What follows belongs to an exercise in optimizing a design on an open flow for small area, a short achievable clock period and few clock cycles per item; a production flow would make more cautious choices.
Only simulation tests tie the RTL to the original design; equivalence was not proved.
No activity file was given, so power comes from the tool's default toggle rates.

==> module prime_finder, before the edit <==
module prime_finder(
	input              clk,
	input              rst,
	input              start,
	input      [15:0]  n,
	output             done,
	output             is_prime,
	output     [15:0]  prime
);
wire       h3 = n[15];
wire [3:0] h2 = n[14:11];
wire [3:0] h1 = n[10:7];
wire [3:0] h0 = n[6:3];
wire [4:0] t01 = {1'b0, h0} + {1'b0, h1};
wire [4:0] t23 = {1'b0, h2} + {4'd0, h3};
wire [5:0] tt = {1'b0, t01} + {1'b0, t23};
wire [1:0] tu;     
wire [3:0] mh;     
tab_t15 t_t15(.a(tt), .d({tu, mh}));
wire [4:0] b21 = {1'b0, h2} + {1'b0, h1} + {4'd0, h3};
wire [9:0] nb = {1'b0, h3, 3'd0, h3, 4'd0} + {2'd0, h2, 4'd0} + {5'd0, b21};    
wire [2:0] alo = {1'b0, nb[1:0]} + {1'b0, tu};
wire [7:0] abh = nb[9:2] + 8'd1;
wire [9:0] a_c = {alo[2] ? abh : nb[9:2], alo[1:0]};     
wire [4:0] p_c;    
wire       rc_c;   
tab_pos t_pos(.a({mh, n[2:0]}), .d({rc_c, p_c}));
wire       n_small = (n < 16'd6);
wire       n_wrap  = (n > 16'd65521);
wire [1:0] sp_c  = n_wrap ? 2'd1 : !n_small ? 2'd0 : (n <= 16'd2) ? 2'd1 : (n == 16'd3) ? 2'd2 : 2'd3;
wire       spp_c = (n == 16'd2) | (n == 16'd3) | (n == 16'd5);
reg [9:0]  A;
reg [4:0]  p;
reg        rc;
reg [1:0]  sp;
reg        spp;
reg        busy;
reg        done_q, isp_q;
reg [6:0]  c_q;      
wire [31:0] v;
prime_rom rom(.a(A), .d(v));
wire [31:0] vm = v & ({32{1'b1}} << p);    
wire [15:0] e1a; wire [15:0] e1i;
wire [7:0]  e2a; wire [15:0] e2i;
wire [3:0]  e3a; wire [11:0] e3i;
wire [1:0]  e4a; wire [7:0]  e4i;
genvar g;
generate
	for (g = 0; g < 16; g = g + 1) begin : l1
		assign e1a[g] = vm[2*g] | vm[2*g+1];
		assign e1i[g] = ~vm[2*g];
	end
	for (g = 0; g < 8; g = g + 1) begin : l2
		assign e2a[g] = e1a[2*g] | e1a[2*g+1];
		assign e2i[2*g+1:2*g] = e1a[2*g] ? {1'b0, e1i[2*g]} : {1'b1, e1i[2*g+1]};
	end
	for (g = 0; g < 4; g = g + 1) begin : l3
		assign e3a[g] = e2a[2*g] | e2a[2*g+1];
		assign e3i[3*g+2:3*g] = e2a[2*g] ? {1'b0, e2i[4*g+1:4*g]} : {1'b1, e2i[4*g+3:4*g+2]};
	end
	for (g = 0; g < 2; g = g + 1) begin : l4
		assign e4a[g] = e3a[2*g] | e3a[2*g+1];
		assign e4i[4*g+3:4*g] = e3a[2*g] ? {1'b0, e3i[6*g+2:6*g]} : {1'b1, e3i[6*g+5:6*g+3]};
	end
endgenerate
wire       fany = e4a[0] | e4a[1];
wire [4:0] fk = e4a[0] ? {1'b0, e4i[3:0]} : {1'b1, e4i[7:4]};
wire       found = fany | (sp != 2'd0);
wire [6:0] c;                                
tab_off t_off(.a(fk), .d(c));
wire        isp_c = (sp == 2'd0) ? (rc & fany & (fk == p)) : spp;
wire [13:0] phi = {A, c_q[6:3]} - {4'd0, A};    
wire [15:0] prime_o = (sp == 2'd0) ? {phi[12:0], c_q[2:0]} : (sp == 2'd1) ? 16'd2 : (sp == 2'd2) ? 16'd3 : 16'd5;
always @(posedge clk) begin
	if (start) begin
		A   <= a_c;
		p   <= p_c;
		rc  <= rc_c;
		sp  <= sp_c;
		spp <= spp_c;
	end else if (busy & ~found) begin    
		A   <= A + 10'd1;
		p   <= 5'd0;
		rc  <= 1'b0;
	end
	busy    <= ~rst & (start | (busy & ~found));
	done_q  <= ~rst & ~start & (done_q | (busy & found));
	c_q     <= c;
	isp_q   <= isp_c;
end
assign done = done_q;
assign is_prime = isp_q;
assign prime = prime_o;
endmodule
clock: 8.0 ns
lec_check: 0
abc_area: 1
cap_margin: 20
core_margin: 2
core_utilization: 15
gpl_routability_driven: 1
place_density: 0.22
setup_slack_margin: 3.0
slew_margin: 20
run.sh (not shown) runs the stock make flow with config.mk's settings and CLKGATE_MAP_FILE= SYNTH_SCRIPT=/design/flow/synth_recipe.tcl, a recipe that flattens the netlist after the stock synthesis.
Testbench counts at the start, summed over its fixed seeds: cycles 153, items 72.
==> next run, changes <==
--- a/flow/design.v
+++ b/flow/design.v
@@ -20,7 +20,8 @@
 wire [4:0] b21 = {1'b0, h2} + {1'b0, h1} + {4'd0, h3};
 wire [9:0] nb = {1'b0, h3, 3'd0, h3, 4'd0} + {2'd0, h2, 4'd0} + {5'd0, b21};    
-wire [2:0] alo = {1'b0, nb[1:0]} + {1'b0, tu};
-wire [7:0] abh = nb[9:2] + 8'd1;
-wire [9:0] a_c = {alo[2] ? abh : nb[9:2], alo[1:0]};     
+wire [9:0] nb1 = nb + 10'd1;
+wire [9:0] nb2 = nb + 10'd2;
+wire [9:0] nb3 = nb + 10'd3;
+wire [9:0] a_c = tu[1] ? (tu[0] ? nb3 : nb2) : (tu[0] ? nb1 : nb);     
 wire [4:0] p_c;    
 wire       rc_c;   
=> Global-route usage goes up by 5.4 points; worst hold slack improves by 0.042 ns; synthesized area stays flat; register-to-register slack got worse by 0.07 ns; final cell count goes up by 3.2%; clock power is higher by about 4%; design area came out higher by 0.80%; via count climbs by 3.3%; total power increases by 12%; count of clock-buffer cells in the layout stays the same; worst setup slack gets better by 0.18 ns; critical path depth goes up by 1; sequential power is higher by about 7%.
Testbench counts after the change, summed over its fixed seeds: cycles 153, items 72.

## static timing again, ports no longer ideal
Ports are ideal in the flow. The routed layouts listed here were re-timed in OpenROAD. Step 1, drivers: a clkbuf_16 drives clk and a buf_2 each remaining input, both assumed. Step 2 also shifts input and output timing later by t, the mid clock arrival at the registers, as if the neighbouring blocks saw the same clock. Slacks: ideal ports / drivers / drivers and shift; pairs: ideal ports / drivers.
run | t (ns) | slack for setup (ns) | cell pins on the clock port's net
the first run | 0.350 | 2.665 / 2.676 / 2.326 | 1
the second run | 0.360 | 2.840 / 2.840 / 2.673 | 1
After both steps setup and hold are still met in every run listed. The setup slack of the first run, which loses most, moves by +0.011 ns with the drivers and by -0.339 ns with both steps.
